Background: an optimization exercise with open tools, aiming at small area. Do not read the settings as production practice.
Function was checked by simulation only, so behaviour that the tests miss may differ from the original.

==> inputs of run a <==
==> flow/design.v (excerpt) <==
module fft8_top (
  input  logic         clk,
  input  logic [127:0] x_flat,
  input  logic [191:0] w_flat,
  output logic [127:0] y_flat
);
  logic [127:0] f0_x, f1_x, f2_x;    
  logic [63:0]  f0_a, f1_a, f2_a;    
  logic [127:0] b0_y, b1_y, b2_y;    
  logic [127:0] r1x, r3x, r5x;
  logic [63:0]  r1a, r3a, r5a;
  logic [127:0] r2, r4, r6;
  fft_stage_front #(1) sf0 (.x_N(x_flat), .w_N(w_flat[  0 +: 64]), .xs_N(f0_x), .a_N(f0_a));
  fft_stage_back  #(1) sb0 (.xs_N(r1x), .a_N(r1a), .y_N(b0_y));
  fft_stage_front #(2) sf1 (.x_N(r2),     .w_N(w_flat[ 64 +: 64]), .xs_N(f1_x), .a_N(f1_a));
  fft_stage_back  #(2) sb1 (.xs_N(r3x), .a_N(r3a), .y_N(b1_y));
  fft_stage_front #(3) sf2 (.x_N(r4),     .w_N(w_flat[128 +: 64]), .xs_N(f2_x), .a_N(f2_a));
  fft_stage_back  #(3) sb2 (.xs_N(r5x), .a_N(r5a), .y_N(b2_y));
  always_ff @(posedge clk) begin
    r1x <= f0_x;
    r1a <= f0_a;
    r2  <= b0_y;
    r3x <= f1_x;
    r3a <= f1_a;
    r4  <= b1_y;
    r5x <= f2_x;
    r5a <= f2_a;
    r6  <= b2_y;
  end
  assign y_flat = r6;
endmodule
==> module bf_incdec, before the edit <==
module bf_incdec (
  input  logic [15:0] x,
  input  logic        c16,
  input  logic        a15,
  output logic [15:0] y
);
  wire inc = c16 & ~a15;
  wire dec = a15 & ~c16;
  wire [15:0] p1, p0;
  assign p1[0] = 1'b1;
  assign p0[0] = 1'b1;
  genvar k;
  generate
    for (k = 1; k < 16; k++) begin : g_p
      assign p1[k] = p1[k-1] & x[k-1];
      assign p0[k] = p0[k-1] & ~x[k-1];
    end
  endgenerate
  assign y = x ^ (({16{inc}} & p1) | ({16{dec}} & p0));
endmodule
export LEC_CHECK = 0
export ABC_AREA = 0
export CAP_MARGIN = 20
export CORE_MARGIN = 2
export CORE_UTILIZATION = 60
export CTS_BUF_LIST = sky130_fd_sc_hd__clkbuf_4 sky130_fd_sc_hd__clkbuf_8
export PLACE_DENSITY = 0.7
export SLEW_MARGIN = 20
export SYNTH_HIERARCHICAL = 1
export SYNTH_MINIMUM_KEEP_SIZE = 0
create_clock -name core_clock -period 10.0 [get_ports {clk}]
run.sh (not shown) runs the stock make flow with config.mk's settings and CLKGATE_MAP_FILE= SYNTH_SCRIPT=/design/flow/synth_recipe.tcl, a recipe that flattens the netlist after the stock synthesis.
==> run b: changes against run a <==
--- a/flow/design.v
+++ b/flow/design.v
@@ -645,19 +645,26 @@
   input  logic        a15,
   output logic [15:0] y
 );
-  wire inc = c16 & ~a15;
-  wire dec = a15 & ~c16;
-  wire [15:0] p1, p0;
-  assign p1[0] = 1'b1;
-  assign p0[0] = 1'b1;
+  wire nc16, inc, ndec, f0;
+  wire [15:0] p1, np0, flip;
+  bf_inv   u_nc (.a(c16), .y(nc16));
+  bf_nor2  u_inc (.a(nc16), .b(a15), .y(inc));
+  bf_nand2 u_dec (.a(a15), .b(nc16), .y(ndec));
+  bf_xor2  u_f0 (.a(c16), .b(a15), .y(f0));
+  bf_xor2  u_y0 (.a(x[0]), .b(f0), .y(y[0]));
+  assign p1[1] = x[0];
+  assign np0[1] = x[0];
   genvar k;
   generate
-    for (k = 1; k < 16; k++) begin : g_p
-      assign p1[k] = p1[k-1] & x[k-1];
-      assign p0[k] = p0[k-1] & ~x[k-1];
+    for (k = 2; k < 16; k++) begin : g_p
+      bf_and2 u_p1 (.a(p1[k-1]), .b(x[k-1]), .y(p1[k]));
+      bf_or2  u_p0 (.a(np0[k-1]), .b(x[k-1]), .y(np0[k]));
+    end
+    for (k = 1; k < 16; k++) begin : g_y
+      bf_a2bb2o u_f (.a1_n(np0[k]), .a2_n(ndec), .b1(inc), .b2(p1[k]), .x(flip[k]));
+      bf_xor2   u_y (.a(x[k]), .b(flip[k]), .y(y[k]));
     end
   endgenerate
-  assign y = x ^ (({16{inc}} & p1) | ({16{dec}} & p0));
 endmodule
 module bf_a21oi (
   input  logic a1,
@@ -667,6 +674,22 @@
 );
   assign y = ~((a1 & a2) | b1);
 endmodule
+module bf_a2bb2o (
+  input  logic a1_n,
+  input  logic a2_n,
+  input  logic b1,
+  input  logic b2,
+  output logic x
+);
+  assign x = (~a1_n & ~a2_n) | (b1 & b2);
+endmodule
+module bf_and2 (
+  input  logic a,
+  input  logic b,
+  output logic y
+);
+  assign y = a & b;
+endmodule
 module bf_fa (
   input  logic a,
   input  logic b,
==> flow/flow/run.sh (new file) <==
#!/bin/bash
# Own layout flow: the standard flow (standard.sh, with its synthesis unchanged), with
# the port buffers made of the smallest buffer cell (buf_1) and clock tree synthesis
# without dummy loads, and non-critical gates downsized (RECOVER_POWER) after global routing.  Each tool's output goes to a log file of its own in this folder.
set -euo pipefail
bash standard.sh synth > synth.log 2>&1
export BUFFER_PORTS_ARGS="-buffer_cell sky130_fd_sc_hd__buf_1"
export CTS_ARGS="-sink_clustering_enable -repair_clock_nets -dont_use_dummy_load -buf_list {sky130_fd_sc_hd__clkbuf_4 sky130_fd_sc_hd__clkbuf_8}"
export RECOVER_POWER=100
bash standard.sh finish > layout.log 2>&1
==> flow/standard.sh (new file) <==
#!/bin/bash
# synth_recipe.tcl (not shown) runs the flow's synth.tcl, then flattens the netlist and writes it again
# the make line also repeats each setting of config.mk as NAME=value (left out here)
make -C /OpenROAD-flow-scripts/flow DESIGN_CONFIG=/design/flow/config.mk WORK_HOME=/design/flow/orfs CLKGATE_MAP_FILE= SYNTH_SCRIPT=/design/flow/synth_recipe.tcl "${@:-finish}"
Settings changed: CTS_BUF_LIST sky130_fd_sc_hd__clkbuf_4 sky130_fd_sc_hd__clkbuf_8 to not set.
removed: flow/run.sh
==> run c: changes against run a <==
--- a/flow/design.v
+++ b/flow/design.v
@@ -645,19 +645,26 @@
   input  logic        a15,
   output logic [15:0] y
 );
-  wire inc = c16 & ~a15;
-  wire dec = a15 & ~c16;
-  wire [15:0] p1, p0;
-  assign p1[0] = 1'b1;
-  assign p0[0] = 1'b1;
+  wire nc16, inc, ndec, f0;
+  wire [15:0] p1, np0, flip;
+  bf_inv   u_nc (.a(c16), .y(nc16));
+  bf_nor2  u_inc (.a(nc16), .b(a15), .y(inc));
+  bf_nand2 u_dec (.a(a15), .b(nc16), .y(ndec));
+  bf_xor2  u_f0 (.a(c16), .b(a15), .y(f0));
+  bf_xor2  u_y0 (.a(x[0]), .b(f0), .y(y[0]));
+  assign p1[1] = x[0];
+  assign np0[1] = x[0];
   genvar k;
   generate
-    for (k = 1; k < 16; k++) begin : g_p
-      assign p1[k] = p1[k-1] & x[k-1];
-      assign p0[k] = p0[k-1] & ~x[k-1];
+    for (k = 2; k < 16; k++) begin : g_p
+      bf_and2 u_p1 (.a(p1[k-1]), .b(x[k-1]), .y(p1[k]));
+      bf_or2  u_p0 (.a(np0[k-1]), .b(x[k-1]), .y(np0[k]));
+    end
+    for (k = 1; k < 16; k++) begin : g_y
+      bf_a2bb2o u_f (.a1_n(np0[k]), .a2_n(ndec), .b1(inc), .b2(p1[k]), .x(flip[k]));
+      bf_xor2   u_y (.a(x[k]), .b(flip[k]), .y(y[k]));
     end
   endgenerate
-  assign y = x ^ (({16{inc}} & p1) | ({16{dec}} & p0));
 endmodule
 module bf_a21oi (
   input  logic a1,
@@ -667,6 +674,22 @@
 );
   assign y = ~((a1 & a2) | b1);
 endmodule
+module bf_a2bb2o (
+  input  logic a1_n,
+  input  logic a2_n,
+  input  logic b1,
+  input  logic b2,
+  output logic x
+);
+  assign x = (~a1_n & ~a2_n) | (b1 & b2);
+endmodule
+module bf_and2 (
+  input  logic a,
+  input  logic b,
+  output logic y
+);
+  assign y = a & b;
+endmodule
 module bf_fa (
   input  logic a,
   input  logic b,
==> flow/flow/run.sh (new file) <==
#!/bin/bash
# Own layout flow: the standard flow (standard.sh, with its synthesis unchanged) with
# - the port buffers made of the smallest buffer cell (buf_1),
# - clock tree synthesis without dummy loads.
# If the routed layout still has an antenna violation, the layout (not the synthesis) is
# made again with a slightly different placement density.
# Each tool's output goes to a log file of its own in this folder.
set -uo pipefail
bash standard.sh synth > synth.log 2>&1 || exit 1
export BUFFER_PORTS_ARGS="-buffer_cell sky130_fd_sc_hd__buf_1"
export REMOVE_ABC_BUFFERS=1
export CTS_ARGS="-sink_clustering_enable -repair_clock_nets -dont_use_dummy_load -buf_list {sky130_fd_sc_hd__clkbuf_4 sky130_fd_sc_hd__clkbuf_8}"
RES=orfs/results/${FLOW_PLATFORM}/fft8_top/base
for addon in "" 0.12 0.2; do
  tag=${addon:-0}
  if [[ -n "$addon" ]]; then
    export PLACE_DENSITY_LB_ADDON=$addon
    # keep the synthesis, redo everything from the floorplan on
    find "$RES" -maxdepth 1 -type f ! -name '1_*' -delete
    rm -f out/final.def
  fi
  bash standard.sh finish > layout_$tag.log 2>&1 || continue
  printf 'read_db %s\nputs "ANTENNAS [check_antennas]"\n' "$RES/6_final.odb" > ant_$tag.tcl
  openroad -no_init -exit ant_$tag.tcl > antenna_$tag.log 2>&1
  if grep -q "^ANTENNAS 0$" antenna_$tag.log; then exit 0; fi
done
exit 0
==> flow/standard.sh (new file) <==
#!/bin/bash
# synth_recipe.tcl (not shown) runs the flow's synth.tcl, then flattens the netlist and writes it again
# the make line also repeats each setting of config.mk as NAME=value (left out here)
make -C /OpenROAD-flow-scripts/flow DESIGN_CONFIG=/design/flow/config.mk WORK_HOME=/design/flow/orfs CLKGATE_MAP_FILE= SYNTH_SCRIPT=/design/flow/synth_recipe.tcl "${@:-finish}"
Settings changed: CTS_BUF_LIST sky130_fd_sc_hd__clkbuf_4 sky130_fd_sc_hd__clkbuf_8 to not set, GPL_TIMING_DRIVEN set to 0.
removed: flow/run.sh
==> summary of the runs <==
- Fmax: run a > run b > run c.
- Final cell count, lowest first: run c, run b, run a.
- Count of clock-buffer cells in the layout: run c < run b < run a.
- Non-clock buffer count: run c < run b < run a.
- Run a passed the timing, DRC and antenna checks. Run c completed with no timing, DRC or antenna violations. Run b finished but failed the layout checks on antenna rules, capacitance limit, slew limit.
- Sequential cell count is the same in run b and run a.
==> figures <==
Instance area after placement: run b 114000 µm²; run c 113000 µm²; run a 116000 µm²
Synth cell types: run b 15; run c 15; run a 35
Post-route insts no fill: run b 13.0k; run c 12.8k; run a 13.2k
Worst-case clock skew: run b 0.0920 ns; run c 0.0823 ns; run a 0.0686 ns
Endpoint of the most critical setup path: run b r1x[127]; run c r1x[123]; run a r1x[59]
Status: run b finished with violations; run c finished clean; run a finished clean
Violated checks: run b antenna rules, capacitance limit, slew limit; run c -; run a -
Non-CTS inverters: run b 636; run c 636; run a 660
Die outline area: run b 188000 µm²; run c 188000 µm²; run a 188000 µm²
Number of global-route vias before repair: run b 83.0k; run c 85.5k; run a 82.7k
Area share of xor/xnor cells in the synthesized design: run b 0.213; run c 0.213; run a 0.212
Half-perimeter wire length after detailed placement: run b 240000 µm; run c 238000 µm; run a 247000 µm
Final cycle utilization of the critical path: run b 0.931; run c 0.977; run a 0.894
Global-route met2 utilization: run b 0.509; run c 0.525; run a 0.517
Upper clock frequency limit: run b 0.107 GHz; run c 0.102 GHz; run a 0.112 GHz
Worst R2R Start: run b r2[33]; run c r4[112]; run a r4[64]

[separate check: timing with driven ports]
The flow's constraints put no driver on any port. The routed layouts listed below were extracted and timed again, unchanged, in two steps.
Step 1: set_driving_cell puts a clkbuf_16 on clk and a buf_2 on each other input, an assumption about the parent block.
Step 2 moves the port delays by t, midway between the first and last clock arrival at a register: inputs arrive t later, outputs are due t later. That takes back most of the time a late clock gives input paths.
Three values: no drivers, after step 1, after step 2; two values: the first two.
run | t, ns | slack for setup (ns) | hold slack, ns | worst setup path after step 2
run a | 1.023 | 1.063 / 1.103 / 0.080 | 0.336 / 0.336 / 0.336 | input to register
run b | 0.971 | 0.689 / 0.744 / -0.226 | 0.345 / 0.345 / 0.345 | input to register
run c | 0.970 | 0.228 / 0.291 / -0.679 | 0.322 / 0.322 / 0.322 | input to register
For run a, which loses most, drivers alone change the setup slack by +0.040 ns; drivers and shift together by -0.983 ns.
